Context: an optimization exercise on an open-source flow, tuned for small area, a short achievable clock period and few clock cycles per item. The choices shown serve that exercise and are no tape-out recipe.
Function was checked by simulation only, so behaviour that the tests miss may differ from the original.

### design.v
module geofence_sqrt #(parameter NS = 11, parameter [NS-1:0] CUT = 'b10_0100_1000) (
    input             clk,
    input  [2*NS-1:0] a,
    output [NS-1:0]   root
);
genvar k;
generate
for (k = 1; k <= NS; k = k + 1) begin : st
    wire [k-1:0]          r_in;
    wire [2*(NS+1-k)-1:0] a_in;
    wire [k:0]            r_out;
    wire [k-1:0]          q_out;
    wire [k+1:0]          rem2;
    wire [k+2:0]          diff;
    wire                  ge;
    if (k == 1) begin : f
        assign r_in = 1'b0;
        assign a_in = a;
        assign rem2 = {r_in, a_in[2*NS-1:2*NS-2]};
        assign diff = {1'b0, rem2} - 4'd1;
        assign ge = ~diff[k+2];
        assign q_out = ge;
    end else begin : n
        wire [k-2:0] q_in;
        if (CUT[k-2]) begin : c
            reg [k-2:0]           q_r;
            reg [k-1:0]           r_r;
            reg [2*(NS+1-k)-1:0]  a_r;
            always @(posedge clk) begin
                q_r <= st[k-1].q_out;
                r_r <= st[k-1].r_out;
                a_r <= st[k-1].a_in[2*(NS+1-k)-1:0];
            end
            assign q_in = q_r;
            assign r_in = r_r;
            assign a_in = a_r;
        end else begin : w
            assign q_in = st[k-1].q_out;
            assign r_in = st[k-1].r_out;
            assign a_in = st[k-1].a_in[2*(NS+1-k)-1:0];
        end
        assign rem2 = {r_in, a_in[2*(NS+1-k)-1:2*(NS-k)]};
        assign diff = {1'b0, rem2} - {2'b00, q_in, 2'b01};
        assign ge = ~diff[k+2];
        assign q_out = {q_in, ge};
    end
    assign r_out = ge ? diff[k:0] : rem2[k:0];
end
endgenerate
reg [NS-1:0] root_r;
always @(posedge clk) root_r <= st[NS].q_out;
assign root = root_r;
endmodule
module geofence_mul_a (input [11:0] a, input [10:0] b, output [22:0] y);
wire w0 = (a[0] & b[9]) ^ (a[1] & b[8]);
wire w1 = (a[0] & b[9]) & (a[1] & b[8]);
wire w2 = (a[0] & b[10]) ^ (a[1] & b[9]) ^ (a[2] & b[8]);
wire w3 = ((a[0] & b[10]) & (a[1] & b[9])) | ((a[0] & b[10]) & (a[2] & b[8])) | ((a[1] & b[9]) & (a[2] & b[8]));
wire w4 = (a[3] & b[7]) ^ (a[4] & b[6]);
wire w5 = (a[3] & b[7]) & (a[4] & b[6]);
wire w6 = (a[1] & b[10]) ^ (a[2] & b[9]) ^ (a[3] & b[8]);
wire w7 = ((a[1] & b[10]) & (a[2] & b[9])) | ((a[1] & b[10]) & (a[3] & b[8])) | ((a[2] & b[9]) & (a[3] & b[8]));
wire w8 = (a[4] & b[7]) ^ (a[5] & b[6]) ^ (a[6] & b[5]);
wire w9 = ((a[4] & b[7]) & (a[5] & b[6])) | ((a[4] & b[7]) & (a[6] & b[5])) | ((a[5] & b[6]) & (a[6] & b[5]));
wire w10 = (a[2] & b[10]) ^ (a[3] & b[9]) ^ (a[4] & b[8]);
wire w11 = ((a[2] & b[10]) & (a[3] & b[9])) | ((a[2] & b[10]) & (a[4] & b[8])) | ((a[3] & b[9]) & (a[4] & b[8]));
wire w12 = (a[5] & b[7]) ^ (a[6] & b[6]);
wire w13 = (a[5] & b[7]) & (a[6] & b[6]);
wire w14 = (a[3] & b[10]) ^ (a[4] & b[9]) ^ (a[5] & b[8]);
wire w15 = ((a[3] & b[10]) & (a[4] & b[9])) | ((a[3] & b[10]) & (a[5] & b[8])) | ((a[4] & b[9]) & (a[5] & b[8]));
wire w16 = (a[0] & b[6]) ^ (a[1] & b[5]);
wire w17 = (a[0] & b[6]) & (a[1] & b[5]);
wire w18 = (a[0] & b[7]) ^ (a[1] & b[6]) ^ (a[2] & b[5]);
wire w19 = ((a[0] & b[7]) & (a[1] & b[6])) | ((a[0] & b[7]) & (a[2] & b[5])) | ((a[1] & b[6]) & (a[2] & b[5]));
wire w20 = (a[3] & b[4]) ^ (a[4] & b[3]);
wire w21 = (a[3] & b[4]) & (a[4] & b[3]);
wire w22 = (a[0] & b[8]) ^ (a[1] & b[7]) ^ (a[2] & b[6]);
wire w23 = ((a[0] & b[8]) & (a[1] & b[7])) | ((a[0] & b[8]) & (a[2] & b[6])) | ((a[1] & b[7]) & (a[2] & b[6]));
wire w24 = (a[3] & b[5]) ^ (a[4] & b[4]) ^ (a[5] & b[3]);
wire w25 = ((a[3] & b[5]) & (a[4] & b[4])) | ((a[3] & b[5]) & (a[5] & b[3])) | ((a[4] & b[4]) & (a[5] & b[3]));
wire w26 = (a[6] & b[2]) ^ (a[7] & b[1]);
wire w27 = (a[6] & b[2]) & (a[7] & b[1]);
wire w28 = (w0) ^ (a[2] & b[7]) ^ (a[3] & b[6]);
wire w29 = ((w0) & (a[2] & b[7])) | ((w0) & (a[3] & b[6])) | ((a[2] & b[7]) & (a[3] & b[6]));
wire w30 = (a[4] & b[5]) ^ (a[5] & b[4]) ^ (a[6] & b[3]);
wire w31 = ((a[4] & b[5]) & (a[5] & b[4])) | ((a[4] & b[5]) & (a[6] & b[3])) | ((a[5] & b[4]) & (a[6] & b[3]));
wire w32 = (a[7] & b[2]) ^ (a[8] & b[1]) ^ (a[9] & b[0]);
wire w33 = ((a[7] & b[2]) & (a[8] & b[1])) | ((a[7] & b[2]) & (a[9] & b[0])) | ((a[8] & b[1]) & (a[9] & b[0]));
wire w34 = (w2) ^ (w4) ^ (a[5] & b[5]);
wire w35 = ((w2) & (w4)) | ((w2) & (a[5] & b[5])) | ((w4) & (a[5] & b[5]));
wire w36 = (a[6] & b[4]) ^ (a[7] & b[3]) ^ (a[8] & b[2]);
wire w37 = ((a[6] & b[4]) & (a[7] & b[3])) | ((a[6] & b[4]) & (a[8] & b[2])) | ((a[7] & b[3]) & (a[8] & b[2]));
wire w38 = (a[9] & b[1]) ^ (a[10] & b[0]) ^ (w1);
wire w39 = ((a[9] & b[1]) & (a[10] & b[0])) | ((a[9] & b[1]) & (w1)) | ((a[10] & b[0]) & (w1));
wire w40 = (w6) ^ (w8) ^ (a[7] & b[4]);
wire w41 = ((w6) & (w8)) | ((w6) & (a[7] & b[4])) | ((w8) & (a[7] & b[4]));
wire w42 = (a[8] & b[3]) ^ (a[9] & b[2]) ^ (a[10] & b[1]);
wire w43 = ((a[8] & b[3]) & (a[9] & b[2])) | ((a[8] & b[3]) & (a[10] & b[1])) | ((a[9] & b[2]) & (a[10] & b[1]));
wire w44 = (a[11] & b[0]) ^ (w3) ^ (w5);
wire w45 = ((a[11] & b[0]) & (w3)) | ((a[11] & b[0]) & (w5)) | ((w3) & (w5));
wire w46 = (w10) ^ (w12) ^ (a[7] & b[5]);
wire w47 = ((w10) & (w12)) | ((w10) & (a[7] & b[5])) | ((w12) & (a[7] & b[5]));
wire w48 = (a[8] & b[4]) ^ (a[9] & b[3]) ^ (a[10] & b[2]);
wire w49 = ((a[8] & b[4]) & (a[9] & b[3])) | ((a[8] & b[4]) & (a[10] & b[2])) | ((a[9] & b[3]) & (a[10] & b[2]));
wire w50 = (a[11] & b[1]) ^ (w7) ^ (w9);
wire w51 = ((a[11] & b[1]) & (w7)) | ((a[11] & b[1]) & (w9)) | ((w7) & (w9));
wire w52 = (w14) ^ (a[6] & b[7]) ^ (a[7] & b[6]);
wire w53 = ((w14) & (a[6] & b[7])) | ((w14) & (a[7] & b[6])) | ((a[6] & b[7]) & (a[7] & b[6]));
wire w54 = (a[8] & b[5]) ^ (a[9] & b[4]) ^ (a[10] & b[3]);
wire w55 = ((a[8] & b[5]) & (a[9] & b[4])) | ((a[8] & b[5]) & (a[10] & b[3])) | ((a[9] & b[4]) & (a[10] & b[3]));
wire w56 = (a[11] & b[2]) ^ (w11) ^ (w13);
wire w57 = ((a[11] & b[2]) & (w11)) | ((a[11] & b[2]) & (w13)) | ((w11) & (w13));
wire w58 = (a[4] & b[10]) ^ (a[5] & b[9]) ^ (a[6] & b[8]);
wire w59 = ((a[4] & b[10]) & (a[5] & b[9])) | ((a[4] & b[10]) & (a[6] & b[8])) | ((a[5] & b[9]) & (a[6] & b[8]));
wire w60 = (a[7] & b[7]) ^ (a[8] & b[6]) ^ (a[9] & b[5]);
wire w61 = ((a[7] & b[7]) & (a[8] & b[6])) | ((a[7] & b[7]) & (a[9] & b[5])) | ((a[8] & b[6]) & (a[9] & b[5]));
wire w62 = (a[10] & b[4]) ^ (a[11] & b[3]) ^ (w15);
wire w63 = ((a[10] & b[4]) & (a[11] & b[3])) | ((a[10] & b[4]) & (w15)) | ((a[11] & b[3]) & (w15));
wire w64 = (a[5] & b[10]) ^ (a[6] & b[9]) ^ (a[7] & b[8]);
wire w65 = ((a[5] & b[10]) & (a[6] & b[9])) | ((a[5] & b[10]) & (a[7] & b[8])) | ((a[6] & b[9]) & (a[7] & b[8]));
wire w66 = (a[8] & b[7]) ^ (a[9] & b[6]) ^ (a[10] & b[5]);
wire w67 = ((a[8] & b[7]) & (a[9] & b[6])) | ((a[8] & b[7]) & (a[10] & b[5])) | ((a[9] & b[6]) & (a[10] & b[5]));
wire w68 = (a[6] & b[10]) ^ (a[7] & b[9]) ^ (a[8] & b[8]);
wire w69 = ((a[6] & b[10]) & (a[7] & b[9])) | ((a[6] & b[10]) & (a[8] & b[8])) | ((a[7] & b[9]) & (a[8] & b[8]));
wire w70 = (a[0] & b[4]) ^ (a[1] & b[3]);
wire w71 = (a[0] & b[4]) & (a[1] & b[3]);
wire w72 = (a[0] & b[5]) ^ (a[1] & b[4]) ^ (a[2] & b[3]);
wire w73 = ((a[0] & b[5]) & (a[1] & b[4])) | ((a[0] & b[5]) & (a[2] & b[3])) | ((a[1] & b[4]) & (a[2] & b[3]));
wire w74 = (a[3] & b[2]) ^ (a[4] & b[1]);
wire w75 = (a[3] & b[2]) & (a[4] & b[1]);
wire w76 = (w16) ^ (a[2] & b[4]) ^ (a[3] & b[3]);
wire w77 = ((w16) & (a[2] & b[4])) | ((w16) & (a[3] & b[3])) | ((a[2] & b[4]) & (a[3] & b[3]));
wire w78 = (a[4] & b[2]) ^ (a[5] & b[1]) ^ (a[6] & b[0]);
wire w79 = ((a[4] & b[2]) & (a[5] & b[1])) | ((a[4] & b[2]) & (a[6] & b[0])) | ((a[5] & b[1]) & (a[6] & b[0]));
wire w80 = (w18) ^ (w20) ^ (a[5] & b[2]);
wire w81 = ((w18) & (w20)) | ((w18) & (a[5] & b[2])) | ((w20) & (a[5] & b[2]));
wire w82 = (a[6] & b[1]) ^ (a[7] & b[0]) ^ (w17);
wire w83 = ((a[6] & b[1]) & (a[7] & b[0])) | ((a[6] & b[1]) & (w17)) | ((a[7] & b[0]) & (w17));
wire w84 = (w22) ^ (w24) ^ (w26);
wire w85 = ((w22) & (w24)) | ((w22) & (w26)) | ((w24) & (w26));
wire w86 = (a[8] & b[0]) ^ (w19) ^ (w21);
wire w87 = ((a[8] & b[0]) & (w19)) | ((a[8] & b[0]) & (w21)) | ((w19) & (w21));
wire w88 = (w28) ^ (w30) ^ (w32);
wire w89 = ((w28) & (w30)) | ((w28) & (w32)) | ((w30) & (w32));
wire w90 = (w23) ^ (w25) ^ (w27);
wire w91 = ((w23) & (w25)) | ((w23) & (w27)) | ((w25) & (w27));
wire w92 = (w34) ^ (w36) ^ (w38);
wire w93 = ((w34) & (w36)) | ((w34) & (w38)) | ((w36) & (w38));
wire w94 = (w29) ^ (w31) ^ (w33);
wire w95 = ((w29) & (w31)) | ((w29) & (w33)) | ((w31) & (w33));
wire w96 = (w40) ^ (w42) ^ (w44);
wire w97 = ((w40) & (w42)) | ((w40) & (w44)) | ((w42) & (w44));
wire w98 = (w35) ^ (w37) ^ (w39);
wire w99 = ((w35) & (w37)) | ((w35) & (w39)) | ((w37) & (w39));
wire w100 = (w46) ^ (w48) ^ (w50);
wire w101 = ((w46) & (w48)) | ((w46) & (w50)) | ((w48) & (w50));
wire w102 = (w41) ^ (w43) ^ (w45);
wire w103 = ((w41) & (w43)) | ((w41) & (w45)) | ((w43) & (w45));
wire w104 = (w52) ^ (w54) ^ (w56);
wire w105 = ((w52) & (w54)) | ((w52) & (w56)) | ((w54) & (w56));
wire w106 = (w47) ^ (w49) ^ (w51);
wire w107 = ((w47) & (w49)) | ((w47) & (w51)) | ((w49) & (w51));
wire w108 = (w58) ^ (w60) ^ (w62);
wire w109 = ((w58) & (w60)) | ((w58) & (w62)) | ((w60) & (w62));
wire w110 = (w53) ^ (w55) ^ (w57);
wire w111 = ((w53) & (w55)) | ((w53) & (w57)) | ((w55) & (w57));
wire w112 = (w64) ^ (w66) ^ (a[11] & b[4]);
wire w113 = ((w64) & (w66)) | ((w64) & (a[11] & b[4])) | ((w66) & (a[11] & b[4]));
wire w114 = (w59) ^ (w61) ^ (w63);
wire w115 = ((w59) & (w61)) | ((w59) & (w63)) | ((w61) & (w63));
wire w116 = (w68) ^ (a[9] & b[7]) ^ (a[10] & b[6]);
wire w117 = ((w68) & (a[9] & b[7])) | ((w68) & (a[10] & b[6])) | ((a[9] & b[7]) & (a[10] & b[6]));
wire w118 = (a[11] & b[5]) ^ (w65) ^ (w67);
wire w119 = ((a[11] & b[5]) & (w65)) | ((a[11] & b[5]) & (w67)) | ((w65) & (w67));
wire w120 = (a[7] & b[10]) ^ (a[8] & b[9]) ^ (a[9] & b[8]);
wire w121 = ((a[7] & b[10]) & (a[8] & b[9])) | ((a[7] & b[10]) & (a[9] & b[8])) | ((a[8] & b[9]) & (a[9] & b[8]));
wire w122 = (a[10] & b[7]) ^ (a[11] & b[6]) ^ (w69);
wire w123 = ((a[10] & b[7]) & (a[11] & b[6])) | ((a[10] & b[7]) & (w69)) | ((a[11] & b[6]) & (w69));
wire w124 = (a[8] & b[10]) ^ (a[9] & b[9]) ^ (a[10] & b[8]);
wire w125 = ((a[8] & b[10]) & (a[9] & b[9])) | ((a[8] & b[10]) & (a[10] & b[8])) | ((a[9] & b[9]) & (a[10] & b[8]));
wire w126 = (a[0] & b[3]) ^ (a[1] & b[2]);
wire w127 = (a[0] & b[3]) & (a[1] & b[2]);
wire w128 = (w70) ^ (a[2] & b[2]) ^ (a[3] & b[1]);
wire w129 = ((w70) & (a[2] & b[2])) | ((w70) & (a[3] & b[1])) | ((a[2] & b[2]) & (a[3] & b[1]));
wire w130 = (w72) ^ (w74) ^ (a[5] & b[0]);
wire w131 = ((w72) & (w74)) | ((w72) & (a[5] & b[0])) | ((w74) & (a[5] & b[0]));
wire w132 = (w76) ^ (w78) ^ (w73);
wire w133 = ((w76) & (w78)) | ((w76) & (w73)) | ((w78) & (w73));
wire w134 = (w80) ^ (w82) ^ (w77);
wire w135 = ((w80) & (w82)) | ((w80) & (w77)) | ((w82) & (w77));
wire w136 = (w84) ^ (w86) ^ (w81);
wire w137 = ((w84) & (w86)) | ((w84) & (w81)) | ((w86) & (w81));
wire w138 = (w88) ^ (w90) ^ (w85);
wire w139 = ((w88) & (w90)) | ((w88) & (w85)) | ((w90) & (w85));
wire w140 = (w92) ^ (w94) ^ (w89);
wire w141 = ((w92) & (w94)) | ((w92) & (w89)) | ((w94) & (w89));
wire w142 = (w96) ^ (w98) ^ (w93);
wire w143 = ((w96) & (w98)) | ((w96) & (w93)) | ((w98) & (w93));
wire w144 = (w100) ^ (w102) ^ (w97);
wire w145 = ((w100) & (w102)) | ((w100) & (w97)) | ((w102) & (w97));
wire w146 = (w104) ^ (w106) ^ (w101);
wire w147 = ((w104) & (w106)) | ((w104) & (w101)) | ((w106) & (w101));
wire w148 = (w108) ^ (w110) ^ (w105);
wire w149 = ((w108) & (w110)) | ((w108) & (w105)) | ((w110) & (w105));
wire w150 = (w112) ^ (w114) ^ (w109);
wire w151 = ((w112) & (w114)) | ((w112) & (w109)) | ((w114) & (w109));
wire w152 = (w116) ^ (w118) ^ (w113);
wire w153 = ((w116) & (w118)) | ((w116) & (w113)) | ((w118) & (w113));
wire w154 = (w120) ^ (w122) ^ (w117);
wire w155 = ((w120) & (w122)) | ((w120) & (w117)) | ((w122) & (w117));
wire w156 = (w124) ^ (a[11] & b[7]) ^ (w121);
wire w157 = ((w124) & (a[11] & b[7])) | ((w124) & (w121)) | ((a[11] & b[7]) & (w121));
wire w158 = (a[9] & b[10]) ^ (a[10] & b[9]) ^ (a[11] & b[8]);
wire w159 = ((a[9] & b[10]) & (a[10] & b[9])) | ((a[9] & b[10]) & (a[11] & b[8])) | ((a[10] & b[9]) & (a[11] & b[8]));
wire w160 = (a[0] & b[2]) ^ (a[1] & b[1]);
wire w161 = (a[0] & b[2]) & (a[1] & b[1]);
wire w162 = (w126) ^ (a[2] & b[1]) ^ (a[3] & b[0]);
wire w163 = ((w126) & (a[2] & b[1])) | ((w126) & (a[3] & b[0])) | ((a[2] & b[1]) & (a[3] & b[0]));
wire w164 = (w128) ^ (a[4] & b[0]) ^ (w127);
wire w165 = ((w128) & (a[4] & b[0])) | ((w128) & (w127)) | ((a[4] & b[0]) & (w127));
wire w166 = (w130) ^ (w71) ^ (w129);
wire w167 = ((w130) & (w71)) | ((w130) & (w129)) | ((w71) & (w129));
wire w168 = (w132) ^ (w75) ^ (w131);
wire w169 = ((w132) & (w75)) | ((w132) & (w131)) | ((w75) & (w131));
wire w170 = (w134) ^ (w79) ^ (w133);
wire w171 = ((w134) & (w79)) | ((w134) & (w133)) | ((w79) & (w133));
wire w172 = (w136) ^ (w83) ^ (w135);
wire w173 = ((w136) & (w83)) | ((w136) & (w135)) | ((w83) & (w135));
wire w174 = (w138) ^ (w87) ^ (w137);
wire w175 = ((w138) & (w87)) | ((w138) & (w137)) | ((w87) & (w137));
wire w176 = (w140) ^ (w91) ^ (w139);
wire w177 = ((w140) & (w91)) | ((w140) & (w139)) | ((w91) & (w139));
wire w178 = (w142) ^ (w95) ^ (w141);
wire w179 = ((w142) & (w95)) | ((w142) & (w141)) | ((w95) & (w141));
wire w180 = (w144) ^ (w99) ^ (w143);
wire w181 = ((w144) & (w99)) | ((w144) & (w143)) | ((w99) & (w143));
wire w182 = (w146) ^ (w103) ^ (w145);
wire w183 = ((w146) & (w103)) | ((w146) & (w145)) | ((w103) & (w145));
wire w184 = (w148) ^ (w107) ^ (w147);
wire w185 = ((w148) & (w107)) | ((w148) & (w147)) | ((w107) & (w147));
wire w186 = (w150) ^ (w111) ^ (w149);
wire w187 = ((w150) & (w111)) | ((w150) & (w149)) | ((w111) & (w149));
wire w188 = (w152) ^ (w115) ^ (w151);
wire w189 = ((w152) & (w115)) | ((w152) & (w151)) | ((w115) & (w151));
wire w190 = (w154) ^ (w119) ^ (w153);
wire w191 = ((w154) & (w119)) | ((w154) & (w153)) | ((w119) & (w153));
wire w192 = (w156) ^ (w123) ^ (w155);
wire w193 = ((w156) & (w123)) | ((w156) & (w155)) | ((w123) & (w155));
wire w194 = (w158) ^ (w125) ^ (w157);
wire w195 = ((w158) & (w125)) | ((w158) & (w157)) | ((w125) & (w157));
wire w196 = (a[10] & b[10]) ^ (a[11] & b[9]) ^ (w159);
wire w197 = ((a[10] & b[10]) & (a[11] & b[9])) | ((a[10] & b[10]) & (w159)) | ((a[11] & b[9]) & (w159));
wire [22:0] r0 = {1'b0, a[11] & b[10], w196, w194, w192, w190, w188, w186, w184, w182, w180, w178, w176, w174, w172, w170, w168, w166, w164, w162, w160, a[0] & b[1], a[0] & b[0]};
wire [22:0] r1 = {1'b0, w197, w195, w193, w191, w189, w187, w185, w183, w181, w179, w177, w175, w173, w171, w169, w167, w165, w163, w161, a[2] & b[0], a[1] & b[0], 1'b0};
assign y = r0 + r1;
endmodule
module geofence_mul_b (input [10:0] a, input [10:0] b, output [21:0] y);
wire w0 = (a[0] & b[9]) ^ (a[1] & b[8]);
wire w1 = (a[0] & b[9]) & (a[1] & b[8]);
wire w2 = (a[0] & b[10]) ^ (a[1] & b[9]) ^ (a[2] & b[8]);
wire w3 = ((a[0] & b[10]) & (a[1] & b[9])) | ((a[0] & b[10]) & (a[2] & b[8])) | ((a[1] & b[9]) & (a[2] & b[8]));
wire w4 = (a[3] & b[7]) ^ (a[4] & b[6]);
wire w5 = (a[3] & b[7]) & (a[4] & b[6]);
wire w6 = (a[1] & b[10]) ^ (a[2] & b[9]) ^ (a[3] & b[8]);
wire w7 = ((a[1] & b[10]) & (a[2] & b[9])) | ((a[1] & b[10]) & (a[3] & b[8])) | ((a[2] & b[9]) & (a[3] & b[8]));
wire w8 = (a[4] & b[7]) ^ (a[5] & b[6]);
wire w9 = (a[4] & b[7]) & (a[5] & b[6]);
wire w10 = (a[2] & b[10]) ^ (a[3] & b[9]) ^ (a[4] & b[8]);
wire w11 = ((a[2] & b[10]) & (a[3] & b[9])) | ((a[2] & b[10]) & (a[4] & b[8])) | ((a[3] & b[9]) & (a[4] & b[8]));
wire w12 = (a[0] & b[6]) ^ (a[1] & b[5]);
wire w13 = (a[0] & b[6]) & (a[1] & b[5]);
wire w14 = (a[0] & b[7]) ^ (a[1] & b[6]) ^ (a[2] & b[5]);
wire w15 = ((a[0] & b[7]) & (a[1] & b[6])) | ((a[0] & b[7]) & (a[2] & b[5])) | ((a[1] & b[6]) & (a[2] & b[5]));
wire w16 = (a[3] & b[4]) ^ (a[4] & b[3]);
wire w17 = (a[3] & b[4]) & (a[4] & b[3]);
wire w18 = (a[0] & b[8]) ^ (a[1] & b[7]) ^ (a[2] & b[6]);
wire w19 = ((a[0] & b[8]) & (a[1] & b[7])) | ((a[0] & b[8]) & (a[2] & b[6])) | ((a[1] & b[7]) & (a[2] & b[6]));
wire w20 = (a[3] & b[5]) ^ (a[4] & b[4]) ^ (a[5] & b[3]);
wire w21 = ((a[3] & b[5]) & (a[4] & b[4])) | ((a[3] & b[5]) & (a[5] & b[3])) | ((a[4] & b[4]) & (a[5] & b[3]));
wire w22 = (a[6] & b[2]) ^ (a[7] & b[1]);
wire w23 = (a[6] & b[2]) & (a[7] & b[1]);
wire w24 = (w0) ^ (a[2] & b[7]) ^ (a[3] & b[6]);
wire w25 = ((w0) & (a[2] & b[7])) | ((w0) & (a[3] & b[6])) | ((a[2] & b[7]) & (a[3] & b[6]));
wire w26 = (a[4] & b[5]) ^ (a[5] & b[4]) ^ (a[6] & b[3]);
wire w27 = ((a[4] & b[5]) & (a[5] & b[4])) | ((a[4] & b[5]) & (a[6] & b[3])) | ((a[5] & b[4]) & (a[6] & b[3]));
wire w28 = (a[7] & b[2]) ^ (a[8] & b[1]) ^ (a[9] & b[0]);
wire w29 = ((a[7] & b[2]) & (a[8] & b[1])) | ((a[7] & b[2]) & (a[9] & b[0])) | ((a[8] & b[1]) & (a[9] & b[0]));
wire w30 = (w2) ^ (w4) ^ (a[5] & b[5]);
wire w31 = ((w2) & (w4)) | ((w2) & (a[5] & b[5])) | ((w4) & (a[5] & b[5]));
wire w32 = (a[6] & b[4]) ^ (a[7] & b[3]) ^ (a[8] & b[2]);
wire w33 = ((a[6] & b[4]) & (a[7] & b[3])) | ((a[6] & b[4]) & (a[8] & b[2])) | ((a[7] & b[3]) & (a[8] & b[2]));
wire w34 = (a[9] & b[1]) ^ (a[10] & b[0]) ^ (w1);
wire w35 = ((a[9] & b[1]) & (a[10] & b[0])) | ((a[9] & b[1]) & (w1)) | ((a[10] & b[0]) & (w1));
wire w36 = (w6) ^ (w8) ^ (a[6] & b[5]);
wire w37 = ((w6) & (w8)) | ((w6) & (a[6] & b[5])) | ((w8) & (a[6] & b[5]));
wire w38 = (a[7] & b[4]) ^ (a[8] & b[3]) ^ (a[9] & b[2]);
wire w39 = ((a[7] & b[4]) & (a[8] & b[3])) | ((a[7] & b[4]) & (a[9] & b[2])) | ((a[8] & b[3]) & (a[9] & b[2]));
wire w40 = (a[10] & b[1]) ^ (w3) ^ (w5);
wire w41 = ((a[10] & b[1]) & (w3)) | ((a[10] & b[1]) & (w5)) | ((w3) & (w5));
wire w42 = (w10) ^ (a[5] & b[7]) ^ (a[6] & b[6]);
wire w43 = ((w10) & (a[5] & b[7])) | ((w10) & (a[6] & b[6])) | ((a[5] & b[7]) & (a[6] & b[6]));
wire w44 = (a[7] & b[5]) ^ (a[8] & b[4]) ^ (a[9] & b[3]);
wire w45 = ((a[7] & b[5]) & (a[8] & b[4])) | ((a[7] & b[5]) & (a[9] & b[3])) | ((a[8] & b[4]) & (a[9] & b[3]));
wire w46 = (a[10] & b[2]) ^ (w7) ^ (w9);
wire w47 = ((a[10] & b[2]) & (w7)) | ((a[10] & b[2]) & (w9)) | ((w7) & (w9));
wire w48 = (a[3] & b[10]) ^ (a[4] & b[9]) ^ (a[5] & b[8]);
wire w49 = ((a[3] & b[10]) & (a[4] & b[9])) | ((a[3] & b[10]) & (a[5] & b[8])) | ((a[4] & b[9]) & (a[5] & b[8]));
wire w50 = (a[6] & b[7]) ^ (a[7] & b[6]) ^ (a[8] & b[5]);
wire w51 = ((a[6] & b[7]) & (a[7] & b[6])) | ((a[6] & b[7]) & (a[8] & b[5])) | ((a[7] & b[6]) & (a[8] & b[5]));
wire w52 = (a[9] & b[4]) ^ (a[10] & b[3]) ^ (w11);
wire w53 = ((a[9] & b[4]) & (a[10] & b[3])) | ((a[9] & b[4]) & (w11)) | ((a[10] & b[3]) & (w11));
wire w54 = (a[4] & b[10]) ^ (a[5] & b[9]) ^ (a[6] & b[8]);
wire w55 = ((a[4] & b[10]) & (a[5] & b[9])) | ((a[4] & b[10]) & (a[6] & b[8])) | ((a[5] & b[9]) & (a[6] & b[8]));
wire w56 = (a[7] & b[7]) ^ (a[8] & b[6]) ^ (a[9] & b[5]);
wire w57 = ((a[7] & b[7]) & (a[8] & b[6])) | ((a[7] & b[7]) & (a[9] & b[5])) | ((a[8] & b[6]) & (a[9] & b[5]));
wire w58 = (a[5] & b[10]) ^ (a[6] & b[9]) ^ (a[7] & b[8]);
wire w59 = ((a[5] & b[10]) & (a[6] & b[9])) | ((a[5] & b[10]) & (a[7] & b[8])) | ((a[6] & b[9]) & (a[7] & b[8]));
wire w60 = (a[0] & b[4]) ^ (a[1] & b[3]);
wire w61 = (a[0] & b[4]) & (a[1] & b[3]);
wire w62 = (a[0] & b[5]) ^ (a[1] & b[4]) ^ (a[2] & b[3]);
wire w63 = ((a[0] & b[5]) & (a[1] & b[4])) | ((a[0] & b[5]) & (a[2] & b[3])) | ((a[1] & b[4]) & (a[2] & b[3]));
wire w64 = (a[3] & b[2]) ^ (a[4] & b[1]);
wire w65 = (a[3] & b[2]) & (a[4] & b[1]);
wire w66 = (w12) ^ (a[2] & b[4]) ^ (a[3] & b[3]);
wire w67 = ((w12) & (a[2] & b[4])) | ((w12) & (a[3] & b[3])) | ((a[2] & b[4]) & (a[3] & b[3]));
wire w68 = (a[4] & b[2]) ^ (a[5] & b[1]) ^ (a[6] & b[0]);
wire w69 = ((a[4] & b[2]) & (a[5] & b[1])) | ((a[4] & b[2]) & (a[6] & b[0])) | ((a[5] & b[1]) & (a[6] & b[0]));
wire w70 = (w14) ^ (w16) ^ (a[5] & b[2]);
wire w71 = ((w14) & (w16)) | ((w14) & (a[5] & b[2])) | ((w16) & (a[5] & b[2]));
wire w72 = (a[6] & b[1]) ^ (a[7] & b[0]) ^ (w13);
wire w73 = ((a[6] & b[1]) & (a[7] & b[0])) | ((a[6] & b[1]) & (w13)) | ((a[7] & b[0]) & (w13));
wire w74 = (w18) ^ (w20) ^ (w22);
wire w75 = ((w18) & (w20)) | ((w18) & (w22)) | ((w20) & (w22));
wire w76 = (a[8] & b[0]) ^ (w15) ^ (w17);
wire w77 = ((a[8] & b[0]) & (w15)) | ((a[8] & b[0]) & (w17)) | ((w15) & (w17));
wire w78 = (w24) ^ (w26) ^ (w28);
wire w79 = ((w24) & (w26)) | ((w24) & (w28)) | ((w26) & (w28));
wire w80 = (w19) ^ (w21) ^ (w23);
wire w81 = ((w19) & (w21)) | ((w19) & (w23)) | ((w21) & (w23));
wire w82 = (w30) ^ (w32) ^ (w34);
wire w83 = ((w30) & (w32)) | ((w30) & (w34)) | ((w32) & (w34));
wire w84 = (w25) ^ (w27) ^ (w29);
wire w85 = ((w25) & (w27)) | ((w25) & (w29)) | ((w27) & (w29));
wire w86 = (w36) ^ (w38) ^ (w40);
wire w87 = ((w36) & (w38)) | ((w36) & (w40)) | ((w38) & (w40));
wire w88 = (w31) ^ (w33) ^ (w35);
wire w89 = ((w31) & (w33)) | ((w31) & (w35)) | ((w33) & (w35));
wire w90 = (w42) ^ (w44) ^ (w46);
wire w91 = ((w42) & (w44)) | ((w42) & (w46)) | ((w44) & (w46));
wire w92 = (w37) ^ (w39) ^ (w41);
wire w93 = ((w37) & (w39)) | ((w37) & (w41)) | ((w39) & (w41));
wire w94 = (w48) ^ (w50) ^ (w52);
wire w95 = ((w48) & (w50)) | ((w48) & (w52)) | ((w50) & (w52));
wire w96 = (w43) ^ (w45) ^ (w47);
wire w97 = ((w43) & (w45)) | ((w43) & (w47)) | ((w45) & (w47));
wire w98 = (w54) ^ (w56) ^ (a[10] & b[4]);
wire w99 = ((w54) & (w56)) | ((w54) & (a[10] & b[4])) | ((w56) & (a[10] & b[4]));
wire w100 = (w49) ^ (w51) ^ (w53);
wire w101 = ((w49) & (w51)) | ((w49) & (w53)) | ((w51) & (w53));
wire w102 = (w58) ^ (a[8] & b[7]) ^ (a[9] & b[6]);
wire w103 = ((w58) & (a[8] & b[7])) | ((w58) & (a[9] & b[6])) | ((a[8] & b[7]) & (a[9] & b[6]));
wire w104 = (a[10] & b[5]) ^ (w55) ^ (w57);
wire w105 = ((a[10] & b[5]) & (w55)) | ((a[10] & b[5]) & (w57)) | ((w55) & (w57));
wire w106 = (a[6] & b[10]) ^ (a[7] & b[9]) ^ (a[8] & b[8]);
wire w107 = ((a[6] & b[10]) & (a[7] & b[9])) | ((a[6] & b[10]) & (a[8] & b[8])) | ((a[7] & b[9]) & (a[8] & b[8]));
wire w108 = (a[9] & b[7]) ^ (a[10] & b[6]) ^ (w59);
wire w109 = ((a[9] & b[7]) & (a[10] & b[6])) | ((a[9] & b[7]) & (w59)) | ((a[10] & b[6]) & (w59));
wire w110 = (a[7] & b[10]) ^ (a[8] & b[9]) ^ (a[9] & b[8]);
wire w111 = ((a[7] & b[10]) & (a[8] & b[9])) | ((a[7] & b[10]) & (a[9] & b[8])) | ((a[8] & b[9]) & (a[9] & b[8]));
wire w112 = (a[0] & b[3]) ^ (a[1] & b[2]);
wire w113 = (a[0] & b[3]) & (a[1] & b[2]);
wire w114 = (w60) ^ (a[2] & b[2]) ^ (a[3] & b[1]);
wire w115 = ((w60) & (a[2] & b[2])) | ((w60) & (a[3] & b[1])) | ((a[2] & b[2]) & (a[3] & b[1]));
wire w116 = (w62) ^ (w64) ^ (a[5] & b[0]);
wire w117 = ((w62) & (w64)) | ((w62) & (a[5] & b[0])) | ((w64) & (a[5] & b[0]));
wire w118 = (w66) ^ (w68) ^ (w63);
wire w119 = ((w66) & (w68)) | ((w66) & (w63)) | ((w68) & (w63));
wire w120 = (w70) ^ (w72) ^ (w67);
wire w121 = ((w70) & (w72)) | ((w70) & (w67)) | ((w72) & (w67));
wire w122 = (w74) ^ (w76) ^ (w71);
wire w123 = ((w74) & (w76)) | ((w74) & (w71)) | ((w76) & (w71));
wire w124 = (w78) ^ (w80) ^ (w75);
wire w125 = ((w78) & (w80)) | ((w78) & (w75)) | ((w80) & (w75));
wire w126 = (w82) ^ (w84) ^ (w79);
wire w127 = ((w82) & (w84)) | ((w82) & (w79)) | ((w84) & (w79));
wire w128 = (w86) ^ (w88) ^ (w83);
wire w129 = ((w86) & (w88)) | ((w86) & (w83)) | ((w88) & (w83));
wire w130 = (w90) ^ (w92) ^ (w87);
wire w131 = ((w90) & (w92)) | ((w90) & (w87)) | ((w92) & (w87));
wire w132 = (w94) ^ (w96) ^ (w91);
wire w133 = ((w94) & (w96)) | ((w94) & (w91)) | ((w96) & (w91));
wire w134 = (w98) ^ (w100) ^ (w95);
wire w135 = ((w98) & (w100)) | ((w98) & (w95)) | ((w100) & (w95));
wire w136 = (w102) ^ (w104) ^ (w99);
wire w137 = ((w102) & (w104)) | ((w102) & (w99)) | ((w104) & (w99));
wire w138 = (w106) ^ (w108) ^ (w103);
wire w139 = ((w106) & (w108)) | ((w106) & (w103)) | ((w108) & (w103));
wire w140 = (w110) ^ (a[10] & b[7]) ^ (w107);
wire w141 = ((w110) & (a[10] & b[7])) | ((w110) & (w107)) | ((a[10] & b[7]) & (w107));
wire w142 = (a[8] & b[10]) ^ (a[9] & b[9]) ^ (a[10] & b[8]);
wire w143 = ((a[8] & b[10]) & (a[9] & b[9])) | ((a[8] & b[10]) & (a[10] & b[8])) | ((a[9] & b[9]) & (a[10] & b[8]));
wire w144 = (a[0] & b[2]) ^ (a[1] & b[1]);
wire w145 = (a[0] & b[2]) & (a[1] & b[1]);
wire w146 = (w112) ^ (a[2] & b[1]) ^ (a[3] & b[0]);
wire w147 = ((w112) & (a[2] & b[1])) | ((w112) & (a[3] & b[0])) | ((a[2] & b[1]) & (a[3] & b[0]));
wire w148 = (w114) ^ (a[4] & b[0]) ^ (w113);
wire w149 = ((w114) & (a[4] & b[0])) | ((w114) & (w113)) | ((a[4] & b[0]) & (w113));
wire w150 = (w116) ^ (w61) ^ (w115);
wire w151 = ((w116) & (w61)) | ((w116) & (w115)) | ((w61) & (w115));
wire w152 = (w118) ^ (w65) ^ (w117);
wire w153 = ((w118) & (w65)) | ((w118) & (w117)) | ((w65) & (w117));
wire w154 = (w120) ^ (w69) ^ (w119);
wire w155 = ((w120) & (w69)) | ((w120) & (w119)) | ((w69) & (w119));
wire w156 = (w122) ^ (w73) ^ (w121);
wire w157 = ((w122) & (w73)) | ((w122) & (w121)) | ((w73) & (w121));
wire w158 = (w124) ^ (w77) ^ (w123);
wire w159 = ((w124) & (w77)) | ((w124) & (w123)) | ((w77) & (w123));
wire w160 = (w126) ^ (w81) ^ (w125);
wire w161 = ((w126) & (w81)) | ((w126) & (w125)) | ((w81) & (w125));
wire w162 = (w128) ^ (w85) ^ (w127);
wire w163 = ((w128) & (w85)) | ((w128) & (w127)) | ((w85) & (w127));
wire w164 = (w130) ^ (w89) ^ (w129);
wire w165 = ((w130) & (w89)) | ((w130) & (w129)) | ((w89) & (w129));
wire w166 = (w132) ^ (w93) ^ (w131);
wire w167 = ((w132) & (w93)) | ((w132) & (w131)) | ((w93) & (w131));
wire w168 = (w134) ^ (w97) ^ (w133);
wire w169 = ((w134) & (w97)) | ((w134) & (w133)) | ((w97) & (w133));
wire w170 = (w136) ^ (w101) ^ (w135);
wire w171 = ((w136) & (w101)) | ((w136) & (w135)) | ((w101) & (w135));
wire w172 = (w138) ^ (w105) ^ (w137);
wire w173 = ((w138) & (w105)) | ((w138) & (w137)) | ((w105) & (w137));
wire w174 = (w140) ^ (w109) ^ (w139);
wire w175 = ((w140) & (w109)) | ((w140) & (w139)) | ((w109) & (w139));
wire w176 = (w142) ^ (w111) ^ (w141);
wire w177 = ((w142) & (w111)) | ((w142) & (w141)) | ((w111) & (w141));
wire w178 = (a[9] & b[10]) ^ (a[10] & b[9]) ^ (w143);
wire w179 = ((a[9] & b[10]) & (a[10] & b[9])) | ((a[9] & b[10]) & (w143)) | ((a[10] & b[9]) & (w143));
wire [21:0] r0 = {1'b0, a[10] & b[10], w178, w176, w174, w172, w170, w168, w166, w164, w162, w160, w158, w156, w154, w152, w150, w148, w146, w144, a[0] & b[1], a[0] & b[0]};
wire [21:0] r1 = {1'b0, w179, w177, w175, w173, w171, w169, w167, w165, w163, w161, w159, w157, w155, w153, w151, w149, w147, w145, a[2] & b[0], a[1] & b[0], 1'b0};
assign y = r0 + r1;
endmodule
module geofence ( clk,reset,X,Y,R,valid,is_inside);
input clk;
input reset;
input [9:0] X;
input [9:0] Y;
input [10:0] R;
output valid;
output is_inside;
reg [5:0] cyc;
reg valid_r, isin_r;
reg [1:0] opm;    
reg       npm;    
reg [2:0] npa, npb;
reg       sq;     
reg [2:0] nre;    
reg       ce;     
reg [2:0] ci, cj;
reg       acc;    
localparam LAST = 6'd35;
always @(*) begin
    opm = 2'd0; sq = 1'b0; acc = 1'b0; ce = 1'b0; ci = 3'd0; cj = 3'd0;
    npm = 1'b0; npa = 3'd0; npb = 3'd0; nre = 3'd0;
    case (cyc)
    6'd0: begin opm = 2'd0; sq = 1'b0; acc = 1'b0; ce = 1'b0; ci = 3'd0; cj = 3'd0; npm = 1'b0; npa = 3'd0; npb = 3'd0; nre = 3'd0; end
    6'd1: begin opm = 2'd0; sq = 1'b0; acc = 1'b0; ce = 1'b0; ci = 3'd0; cj = 3'd0; npm = 1'b0; npa = 3'd0; npb = 3'd0; nre = 3'd0; end
    6'd2: begin opm = 2'd0; sq = 1'b0; acc = 1'b0; ce = 1'b0; ci = 3'd0; cj = 3'd0; npm = 1'b0; npa = 3'd4; npb = 3'd5; nre = 3'd0; end
    6'd3: begin opm = 2'd0; sq = 1'b0; acc = 1'b0; ce = 1'b0; ci = 3'd0; cj = 3'd0; npm = 1'b0; npa = 3'd3; npb = 3'd5; nre = 3'd0; end
    6'd4: begin opm = 2'd0; sq = 1'b0; acc = 1'b0; ce = 1'b0; ci = 3'd0; cj = 3'd0; npm = 1'b0; npa = 3'd3; npb = 3'd4; nre = 3'd0; end
    6'd5: begin opm = 2'd0; sq = 1'b0; acc = 1'b0; ce = 1'b1; ci = 3'd2; cj = 3'd3; npm = 1'b0; npa = 3'd1; npb = 3'd4; nre = 3'd0; end
    6'd6: begin opm = 2'd0; sq = 1'b0; acc = 1'b0; ce = 1'b1; ci = 3'd1; cj = 3'd3; npm = 1'b0; npa = 3'd1; npb = 3'd3; nre = 3'd0; end
    6'd7: begin opm = 2'd0; sq = 1'b0; acc = 1'b0; ce = 1'b1; ci = 3'd1; cj = 3'd2; npm = 1'b0; npa = 3'd1; npb = 3'd2; nre = 3'd0; end
    6'd8: begin opm = 2'd0; sq = 1'b0; acc = 1'b0; ce = 1'b1; ci = 3'd5; cj = 3'd2; npm = 1'b0; npa = 3'd4; npb = 3'd2; nre = 3'd0; end
    6'd9: begin opm = 2'd0; sq = 1'b0; acc = 1'b0; ce = 1'b1; ci = 3'd5; cj = 3'd1; npm = 1'b0; npa = 3'd4; npb = 3'd1; nre = 3'd0; end
    6'd10: begin opm = 2'd0; sq = 1'b0; acc = 1'b0; ce = 1'b1; ci = 3'd5; cj = 3'd0; npm = 1'b0; npa = 3'd4; npb = 3'd0; nre = 3'd0; end
    6'd11: begin opm = 2'd0; sq = 1'b0; acc = 1'b0; ce = 1'b1; ci = 3'd2; cj = 3'd0; npm = 1'b0; npa = 3'd4; npb = 3'd5; nre = 3'd0; end
    6'd12: begin opm = 2'd0; sq = 1'b0; acc = 1'b0; ce = 1'b1; ci = 3'd2; cj = 3'd5; npm = 1'b0; npa = 3'd0; npb = 3'd0; nre = 3'd0; end
    6'd13: begin opm = 2'd0; sq = 1'b0; acc = 1'b0; ce = 1'b1; ci = 3'd2; cj = 3'd4; npm = 1'b0; npa = 3'd0; npb = 3'd0; nre = 3'd0; end
    6'd14: begin opm = 2'd0; sq = 1'b0; acc = 1'b0; ce = 1'b1; ci = 3'd2; cj = 3'd3; npm = 1'b1; npa = 3'd0; npb = 3'd0; nre = 3'd0; end
    6'd15: begin opm = 2'd1; sq = 1'b0; acc = 1'b0; ce = 1'b0; ci = 3'd0; cj = 3'd0; npm = 1'b1; npa = 3'd1; npb = 3'd0; nre = 3'd0; end
    6'd16: begin opm = 2'd1; sq = 1'b0; acc = 1'b0; ce = 1'b0; ci = 3'd0; cj = 3'd0; npm = 1'b1; npa = 3'd2; npb = 3'd0; nre = 3'd0; end
    6'd17: begin opm = 2'd1; sq = 1'b0; acc = 1'b0; ce = 1'b0; ci = 3'd0; cj = 3'd0; npm = 1'b1; npa = 3'd3; npb = 3'd0; nre = 3'd0; end
    6'd18: begin opm = 2'd1; sq = 1'b0; acc = 1'b0; ce = 1'b0; ci = 3'd0; cj = 3'd0; npm = 1'b1; npa = 3'd4; npb = 3'd0; nre = 3'd0; end
    6'd19: begin opm = 2'd1; sq = 1'b0; acc = 1'b0; ce = 1'b0; ci = 3'd0; cj = 3'd0; npm = 1'b1; npa = 3'd5; npb = 3'd0; nre = 3'd0; end
    6'd20: begin opm = 2'd1; sq = 1'b0; acc = 1'b0; ce = 1'b0; ci = 3'd0; cj = 3'd0; npm = 1'b0; npa = 3'd0; npb = 3'd0; nre = 3'd0; end
    6'd21: begin opm = 2'd2; sq = 1'b0; acc = 1'b0; ce = 1'b0; ci = 3'd0; cj = 3'd0; npm = 1'b0; npa = 3'd0; npb = 3'd0; nre = 3'd1; end
    6'd22: begin opm = 2'd2; sq = 1'b0; acc = 1'b0; ce = 1'b0; ci = 3'd0; cj = 3'd0; npm = 1'b0; npa = 3'd0; npb = 3'd0; nre = 3'd2; end
    6'd23: begin opm = 2'd2; sq = 1'b1; acc = 1'b0; ce = 1'b0; ci = 3'd0; cj = 3'd0; npm = 1'b0; npa = 3'd0; npb = 3'd0; nre = 3'd3; end
    6'd24: begin opm = 2'd2; sq = 1'b1; acc = 1'b0; ce = 1'b0; ci = 3'd0; cj = 3'd0; npm = 1'b0; npa = 3'd0; npb = 3'd0; nre = 3'd4; end
    6'd25: begin opm = 2'd2; sq = 1'b1; acc = 1'b0; ce = 1'b0; ci = 3'd0; cj = 3'd0; npm = 1'b0; npa = 3'd0; npb = 3'd0; nre = 3'd5; end
    6'd26: begin opm = 2'd2; sq = 1'b1; acc = 1'b0; ce = 1'b0; ci = 3'd0; cj = 3'd0; npm = 1'b1; npa = 3'd0; npb = 3'd0; nre = 3'd0; end
    6'd27: begin opm = 2'd3; sq = 1'b1; acc = 1'b0; ce = 1'b0; ci = 3'd0; cj = 3'd0; npm = 1'b1; npa = 3'd1; npb = 3'd0; nre = 3'd0; end
    6'd28: begin opm = 2'd3; sq = 1'b1; acc = 1'b0; ce = 1'b0; ci = 3'd0; cj = 3'd0; npm = 1'b1; npa = 3'd2; npb = 3'd0; nre = 3'd0; end
    6'd29: begin opm = 2'd3; sq = 1'b0; acc = 1'b1; ce = 1'b0; ci = 3'd0; cj = 3'd0; npm = 1'b1; npa = 3'd3; npb = 3'd0; nre = 3'd0; end
    6'd30: begin opm = 2'd3; sq = 1'b0; acc = 1'b1; ce = 1'b0; ci = 3'd0; cj = 3'd0; npm = 1'b1; npa = 3'd4; npb = 3'd0; nre = 3'd0; end
    6'd31: begin opm = 2'd3; sq = 1'b0; acc = 1'b1; ce = 1'b0; ci = 3'd0; cj = 3'd0; npm = 1'b1; npa = 3'd5; npb = 3'd0; nre = 3'd0; end
    6'd32: begin opm = 2'd3; sq = 1'b0; acc = 1'b1; ce = 1'b0; ci = 3'd0; cj = 3'd0; npm = 1'b0; npa = 3'd0; npb = 3'd0; nre = 3'd0; end
    6'd33: begin opm = 2'd0; sq = 1'b0; acc = 1'b1; ce = 1'b0; ci = 3'd0; cj = 3'd0; npm = 1'b0; npa = 3'd0; npb = 3'd0; nre = 3'd0; end
    6'd34: begin opm = 2'd0; sq = 1'b0; acc = 1'b1; ce = 1'b0; ci = 3'd0; cj = 3'd0; npm = 1'b0; npa = 3'd0; npb = 3'd0; nre = 3'd0; end
    6'd35: begin opm = 2'd0; sq = 1'b0; acc = 1'b0; ce = 1'b0; ci = 3'd0; cj = 3'd0; npm = 1'b0; npa = 3'd0; npb = 3'd0; nre = 3'd0; end
    default: ;
    endcase
end
always @(posedge clk, posedge reset) begin
    if (reset) begin
        cyc <= 6'd0;
        valid_r <= 1'b0;
    end else begin
        cyc <= (cyc == LAST) ? 6'd0 : cyc + 6'd1;
        valid_r <= (cyc == LAST - 6'd1);
    end
end
assign valid = valid_r;
assign is_inside = isin_r;
reg [30:0] ring [0:5];
reg [2:0]  pos [0:5];
reg [2:0]  posn [0:5];    
reg [9:0]  x0, y0;        
integer n;
always @(posedge clk) begin
    for (n = 0; n < 5; n = n + 1) begin
        ring[n] <= ring[n+1];
        pos[n] <= posn[n+1];
    end
    ring[5] <= (cyc < 6'd6) ? {X, Y, R} : ring[0];
    pos[5] <= (cyc < 6'd6) ? {2'b00, cyc != 6'd0} : posn[0];
    if (cyc == 6'd0) begin
        x0 <= X;
        y0 <= Y;
    end
end
reg [5:0] na, nb, nra, nrb;    
reg [5:0] sa, sb, sra, srb;
reg [2:0] npb1, nre1;
integer m;
always @(*) begin
    npb1 = (npa == 3'd5) ? 3'd0 : npa + 3'd1;
    nre1 = (nre == 3'd5) ? 3'd0 : nre + 3'd1;
    for (m = 0; m < 6; m = m + 1) begin
        if (!npm) begin
            na[m] = (npa == m);
            nb[m] = (npb == m);
        end else begin
            na[m] = (posn[(m + 1) % 6] == npa);
            nb[m] = (posn[(m + 1) % 6] == npb1);
        end
        nra[m] = (posn[(m + 1) % 6] == nre);
        nrb[m] = (posn[(m + 1) % 6] == nre1);
    end
end
always @(posedge clk) begin
    sa <= na;
    sb <= nb;
    sra <= nra;
    srb <= nrb;
end
reg [9:0]  xa, ya, xb, yb;
reg [10:0] ra, rb;
always @(*) begin
    xa = 10'd0; ya = 10'd0; ra = 11'd0; xb = 10'd0; yb = 10'd0; rb = 11'd0;
    for (m = 0; m < 6; m = m + 1) begin
        xa = xa | (ring[m][30:21] & {10{sa[m]}});
        ya = ya | (ring[m][20:11] & {10{sa[m]}});
        ra = ra | (ring[m][10:0]  & {11{sra[m]}});
        xb = xb | (ring[m][30:21] & {10{sb[m]}});
        yb = yb | (ring[m][20:11] & {10{sb[m]}});
        rb = rb | (ring[m][10:0]  & {11{srb[m]}});
    end
end
wire [10:0] sqo;             
wire [9:0]  sqo1;            
wire [11:0] rsum;            
wire [11:0] rdif;            
wire [10:0] as = sqo;        
reg  [21:0] p1, p2;          
reg         g1, g2;          
reg         gp1, gp2;        
assign rsum = ra + rb;
assign rdif = ra - rb;
reg [13:0] u1p, u1q, u2p, u2q, u3p, u3q, u4p, u4q;
reg        sb1, sb2, sb3, sb4, hv;
always @(*) begin
    sb1 = 1'b1; sb2 = 1'b1; sb3 = 1'b1; sb4 = 1'b1; hv = 1'b0;
    case (opm)
    2'd0: begin  
        u1p = xa;  u1q = x0;
        u2p = yb;  u2q = y0;
        u3p = ya;  u3q = y0;
        u4p = xb;  u4q = x0;
    end
    2'd1: begin  
        u1p = xa;  u1q = xb;
        u2p = xa;  u2q = xb;
        u3p = ya;  u3q = yb;
        u4p = yb;  u4q = ya;
    end
    2'd2: begin  
        hv = 1'b1;
        u1p = as;   u1q = rsum; sb1 = 1'b0;
        u2p = as;   u2q = {{2{rdif[11]}}, rdif};
        u3p = as;   u3q = {{2{rdif[11]}}, rdif}; sb3 = 1'b0;
        u4p = rsum; u4q = as;
    end
    default: begin  
        u1p = sqo; u1q = 14'd0;
        u2p = sqo1; u2q = 14'd0;
        u3p = xa;  u3q = xb; sb3 = 1'b0;
        u4p = yb;  u4q = ya;
    end
    endcase
end
function [12:0] opu;    
    input [13:0] p, q;
    input        sub, h;
    reg [13:0] x, y;
    begin
        x = sub ? p - q : p + q;
        y = h ? {x[13], x[13:1]} : x;
        opu = {y[13], (y[13] ? -y[11:0] : y[11:0])};
    end
endfunction
wire [12:0] d1 = opu(u1p, u1q, sb1, hv);
wire [12:0] d2 = opu(u2p, u2q, sb2, hv);
wire [12:0] d3 = opu(u3p, u3q, sb3, hv);
wire [12:0] d4 = opu(u4p, u4q, sb4, hv);
reg [11:0] o1;
reg [10:0] o2, o3, o4;
wire [22:0] m12;
wire [21:0] m34;
geofence_mul_a U_M1 (.a(o1), .b(o2), .y(m12));
geofence_mul_b U_M2 (.a(o3), .b(o4), .y(m34));
always @(posedge clk) begin
    o1 <= d1[11:0]; o2 <= d2[10:0]; o3 <= d3[10:0]; o4 <= d4[10:0];
    g1 <= d1[12] ^ d2[12];
    g2 <= d3[12] ^ d4[12];
    p1 <= m12[21:0];
    p2 <= m34;
    gp1 <= g1;
    gp2 <= g2;
end
wire p2gt = p2 > p1;
wire ccw = gp2 ? (gp1 ? p2gt : 1'b1) : (gp1 ? 1'b0 : !p2gt);
always @(*) begin
    for (m = 0; m < 6; m = m + 1)
        posn[m] = pos[m] + {2'b00, ce && (ccw ? (cj == m) : (ci == m))};
end
wire [21:0] sqi = sq ? p1 : p1 + p2;
geofence_sqrt #(.NS(11), .CUT(11'b001_0100_1000)) U_SQ (.clk(clk), .a(sqi), .root(sqo));
geofence_sqrt #(.NS(10), .CUT(10'b00_1010_1000)) U_SQ1 (.clk(clk), .a(p2[19:0]), .root(sqo1));
reg  [24:0] dacc;
wire [24:0] dadd = {2'b00, p1, 1'b0} + (gp2 ? {3'b000, p2} : ~{3'b000, p2}) + {24'd0, ~gp2};
wire [24:0] dnew = dacc + dadd;
always @(posedge clk) begin
    if (cyc == 6'd0)
        dacc <= 25'd0;
    else if (acc)
        dacc <= dnew;
    if (cyc == LAST - 6'd1)
        isin_r <= dnew[24] || (dnew == 25'd0);
end
endmodule
### flow/run.sh
#!/bin/bash
# The standard layout (the standard.sh, unchanged synthesis and steps),
# with repair_timing asked for 16.3 ns of extra setup slack so that it works
# on the paths that set the achieved period. Same clock and constraints.
set -euo pipefail
bash standard.sh SETUP_SLACK_MARGIN=16.3 finish > flow_make.log 2>&1
### standard.sh
#!/bin/bash
# synth_recipe.tcl (not shown) runs the flow's synth.tcl, then flattens the netlist and writes it again
# the make line also repeats each setting of config.mk as NAME=value (left out here)
make -C /OpenROAD-flow-scripts/flow DESIGN_CONFIG=/design/flow/config.mk WORK_HOME=/design/flow/orfs CLKGATE_MAP_FILE= SYNTH_SCRIPT=/design/flow/synth_recipe.tcl "${@:-finish}"
### config.mk
export PLATFORM = sky130hd
export DESIGN_NAME = geofence
export DESIGN_NICKNAME = geofence
export VERILOG_FILES = /design/flow/design.v
export SDC_FILE = /design/flow/constraint.sdc
export NUM_CORES = 4
export LEC_CHECK = 0
export ABC_CLOCK_PERIOD_IN_PS = 6000
export CAP_MARGIN = 20
export CORE_MARGIN = 2
export CORE_UTILIZATION = 40
export CTS_CLUSTER_DIAMETER = 150
export CTS_CLUSTER_SIZE = 20
export SLEW_MARGIN = 20
### constraint.sdc
create_clock -name core_clock -period 22.0 [get_ports {clk}]
set_input_delay 4.4000 -clock core_clock [delete_from_list [all_inputs] [get_ports {clk}]]
set_output_delay 4.4000 -clock core_clock [all_outputs]
set_load 0.01 [all_outputs]
==> out/summary.json <==
{
  "wl_per_cell_um": 19.1,
  "setup-tns-final_ns": 0,
  "crit_path_max_fanout": 1,
  "cap_viol_max_count": 0,
  "post_synth_num_cell_types": 113,
  "worstSetupEndpoint": "is_inside",
  "dp_hpwl_mm": 80.5,
  "cts-htree-levels": 1,
  "clock-sinks": 527,
  "worstPathRequired_ns": 17.60,
  "via_per_inst": 5.45,
  "num_vias": 30500,
  "max_slew.worst_pin.slew_ns": 1.11,
  "r2r_start": "cyc[1]$_DFF_PP0_",
  "cts-root-to-sink-buffers": 3,
  "worst-path-buf-inv": 1,
  "critPathLaunch": "isin_r$_DFFE_PP_",
  "clock.fmax_mhz": 179,
  "clock_tree.root_cell": "sky130_fd_sc_hd__clkbuf_16",
  "grtUsageTotal_pct": 21.4,
  "timing.critical_path.from_type": "flip-flop",
  "synth-seq-cells": 527,
  "detail_route.iter0.violations": 2444,
  "post_synth.cell_area_avg_sq_um": 8.78,
  "grt_pass1_wl_mm": 168,
  "setup.worst_path.class": "flip-flop to primary output",
  "die_width_um": 313,
  "grt_antenna_before_repair": 1,
  "slowest_stage": "sky130_fd_sc_hd__edfxtp_1",
  "detailedRoute.firstPassIterationCount": 8,
  "cp.arrival_ns": 1.18,
  "synth_fp_nets": 4933,
  "core_region_area_sq_mm": 0.0949,
  "layout_worst_path_cycle_share_pct": 25.4,
  "post_synth_inst_count": 4351,
  "timing.final.max_slew_violations": 0,
  "ff2ff_path_depth": 27,
  "globalRouteOverflowTotal": 0,
  "crit-reg2reg-capture": "o3[3]$_DFF_P_",
  "timing.critical_path.depth": 1,
  "synth_top_family_by_area": "adder cells",
  "place_congestion": 0.950,
  "placed_cells_incl_taps": 5503,
  "final_antenna_net_count": 0,
  "worst_setup_hold_path_clk_slew_ns": 0.08,
  "grt_setup_unrepaired": "yes",
  "synth_warn": 6,
  "synth_largest_area_cell": "sky130_fd_sc_hd__dfxtp_1",
  "diodes": 0,
  "ff2ff_setup_slack_ns": 16.49,
  "synth_enable_flop_cells": 21,
  "synth_fa_ha_area_share_pct": 21.9,
  "slowest_delay_ns": 0.38,
  "post_route_cells_drive_above_1_share_pct": 7.73,
  "finish.net_count": 4896,
  "top_level_port_count": 35,
  "portBuffers": 34,
  "route.detailed.drc": 0,
  "fin_cells": 5588,
  "cts_tree": "built",
  "synth_sequential_area_ratio_pct": 28.3,
  "cts_buffers": 30,
  "worstSetupEndpointType": "primary output",
  "critPathTopFamily": "flip-flops",
  "finalSetupViolCount": 0,
  "cells_traversed_along_the_worst_timing_path": "buf_2",
  "core_occupancy_in_the_finished_layout_pct": 43.9,
  "worstSkewPairLatency_ns": 0.67,
  "routed_wire_length_mm": 107,
  "status": "timing/DRC/antenna clean",
  "final_cell_mix": "467 x sky130_fd_sc_hd__dfxtp_1, 447 x sky130_fd_sc_hd__inv_1, 343 x sky130_fd_sc_hd__nand2_1",
  "placement_rows": 113,
  "skew_final_ns": 0.0675,
  "post_synth_instance_area_sq_mm": 0.0382,
  "area.growth.synth_to_final_pct": 9.01,
  "synthArstFlopShare_pct": 1.33,
  "synth_mux_area_share_pct": 2.11,
  "compound_cell_area_share_of_the_yosys_netlist_pct": 18.4,
  "die_area_sq_mm": 0.0979,
  "maxSlewHeadroom_pct": 26.0,
  "synth_simple_gate_area_share_pct": 15.5,
  "grt_start_max_net_pins": 66,
  "top_cell_type_s_share_of_synthesized_area_pct": 26.2,
  "die_y_um": 313,
  "initial_util_pct": 40.2,
  "layout_commonest_cell": "sky130_fd_sc_hd__dfxtp_1",
  "post_synth_xor_area_fraction_pct": 7.44,
  "number_of_global_route_vias_before_repair": 30000,
  "dominantRegCellSynth": "sky130_fd_sc_hd__dfxtp_1",
  "timing.final.hold_violations": 0,
  "post_synth_main_area_contributors": "sky130_fd_sc_hd__dfxtp_1 26%, sky130_fd_sc_hd__ha_1 11%, sky130_fd_sc_hd__fa_1 10%, sky130_fd_sc_hd__inv_1 4.4%, sky130_fd_sc_hd__xnor2_1 4.3%",
  "hold_path_class": "flip-flop to flip-flop",
  "final_period_minus_worst_setup_slack_ns": 5.58
}
==> area by class of cell <==
type                       count  area, sq um
multi-input combinational   3189        25600
tap                         1265         1580
timing repair buffer         111         1050
clock buffer                  39          785
clock inverter                 2         32.5
sequential                   527        10900
fill                        9244        53200
inverter                     455         1720
==> stage by stage <==
step | instance area (sq um) | hold slack, ns | setup WS, ns
after floorplan | 38200 | 0.310 | 16.34
after global placement | 39700 | 0.310 | 14.88
after detailed placement | 39700 | 0.312 | 14.79
after CTS | 40900 | 0.316 | 16.31
after global routing | 41600 | 0.340 | 16.26
final | 41600 | 0.331 | 16.42
==> how the worst min path moves through the flow <==
stage                                    from                             end  slack [ns]  depth (start not counted)
5_1_grt         U_SQ.st[5].n.c.a_r[3]$_DFF_P_   U_SQ.st[8].n.c.a_r[3]$_DFF_P_        0.34                          0
4_1_cts                   ring[2][11]$_DFF_P_             ring[1][11]$_DFF_P_        0.32                          0
3_3_place_gp   U_SQ1.st[5].n.c.a_r[6]$_DFF_P_  U_SQ1.st[7].n.c.a_r[6]$_DFF_P_        0.31                          0
3_5_place_dp    U_SQ.st[5].n.c.a_r[6]$_DFF_P_   U_SQ.st[8].n.c.a_r[6]$_DFF_P_        0.31                          0
2_1_floorplan   U_SQ.st[8].n.c.a_r[0]$_DFF_P_  U_SQ.st[10].n.c.a_r[0]$_DFF_P_        0.31                          0
6_report        U_SQ.st[5].n.c.a_r[7]$_DFF_P_   U_SQ.st[8].n.c.a_r[7]$_DFF_P_        0.33                          0
==> cell usage after synthesis (40+ instances only) <==
master / count
sky130_fd_sc_hd__dfxtp_1: 499
sky130_fd_sc_hd__inv_1: 450
sky130_fd_sc_hd__ha_1: 349
sky130_fd_sc_hd__nand2_1: 347
sky130_fd_sc_hd__a21oi_1: 262
sky130_fd_sc_hd__nor2_1: 258
sky130_fd_sc_hd__and2_1: 229
sky130_fd_sc_hd__fa_1: 200
sky130_fd_sc_hd__a22oi_1: 189
sky130_fd_sc_hd__xnor2_1: 186
sky130_fd_sc_hd__o21ai_0: 155
sky130_fd_sc_hd__clkbuf_1: 146
sky130_fd_sc_hd__xor2_1: 134
sky130_fd_sc_hd__nand3_1: 106
sky130_fd_sc_hd__nor3_1: 65
sky130_fd_sc_hd__a21o_1: 55
sky130_fd_sc_hd__o21bai_1: 46
sky130_fd_sc_hd__mux2_2: 45
sky130_fd_sc_hd__nor2b_1: 40
==> sequential cells by signal (all words and copies together), names as in the netlist, 20 cells and up <==
name	flops
U_SQ1.st.n.c.a_r	24
p1	22
dacc	25
U_SQ.st.n.c.q_r	20
ring	186
U_SQ1.st.n.c.r_r	21
p2	22
U_SQ.st.n.c.a_r	26
U_SQ.st.n.c.r_r	23
==> cells by family after synthesis <==
group / Yosys count
DFF: 527
AOI/OAI and AO/OA: 1039
muxes: 73
buffers and inverters: 637
and+or+nand+nor: 1204
xor gates and xnor gates: 322
adders and majority gates: 549
==> repair_timing <==
item / in CTS / in global routing
gates resized for setup: 62 / 129
hold buffers: 0 / 0
endpoints found under the setup margin: 52 / 72
pin swaps: 9 / 28
gates cloned: 2 / 3
setup buffers: 15 / 24
==> per-layer routing <==
metal / track usage, % / vias to the layer above / wire [um]
li1: - / 14800 / -
met1: 29.4 / 14600 / 48600
met2: 35.6 / 898 / 48400
met3: 2.24 / 197 / 5840
met4: 6.13 / 0 / 3740
met5: 0 / - / 0
Testbench counts, summed over its fixed seeds: cycles 86,392, objects 2,400.

what the ideal ports hide:
How much do the figures lean on ideal ports? The routed layout below was timed once more, with nothing changed but the port constraints. Step 1: set_driving_cell puts a clkbuf_16 on clk and a buf_2 on each other input, an assumption about the parent block. Step 2 moves the port delays by t, midway between the first and last clock arrival at a register: inputs arrive t later, outputs are due t later. That takes back most of the time a late clock gives input paths. Three values: ideal ports, drivers, drivers and shift; two values: the first two.
shift t [ns]: 0.693
setup WS [ns]: 16.417 / 16.355 / 16.491
hold WS [ns]: 0.331 / 0.331 / 0.331
worst setup path after step 2: register to register
slew at the worst register clock pin (ns): 0.10 / 0.10
After both steps setup and hold are still met in this run. The setup slack of this run moves by -0.062 ns with the drivers and by +0.074 ns with both steps.
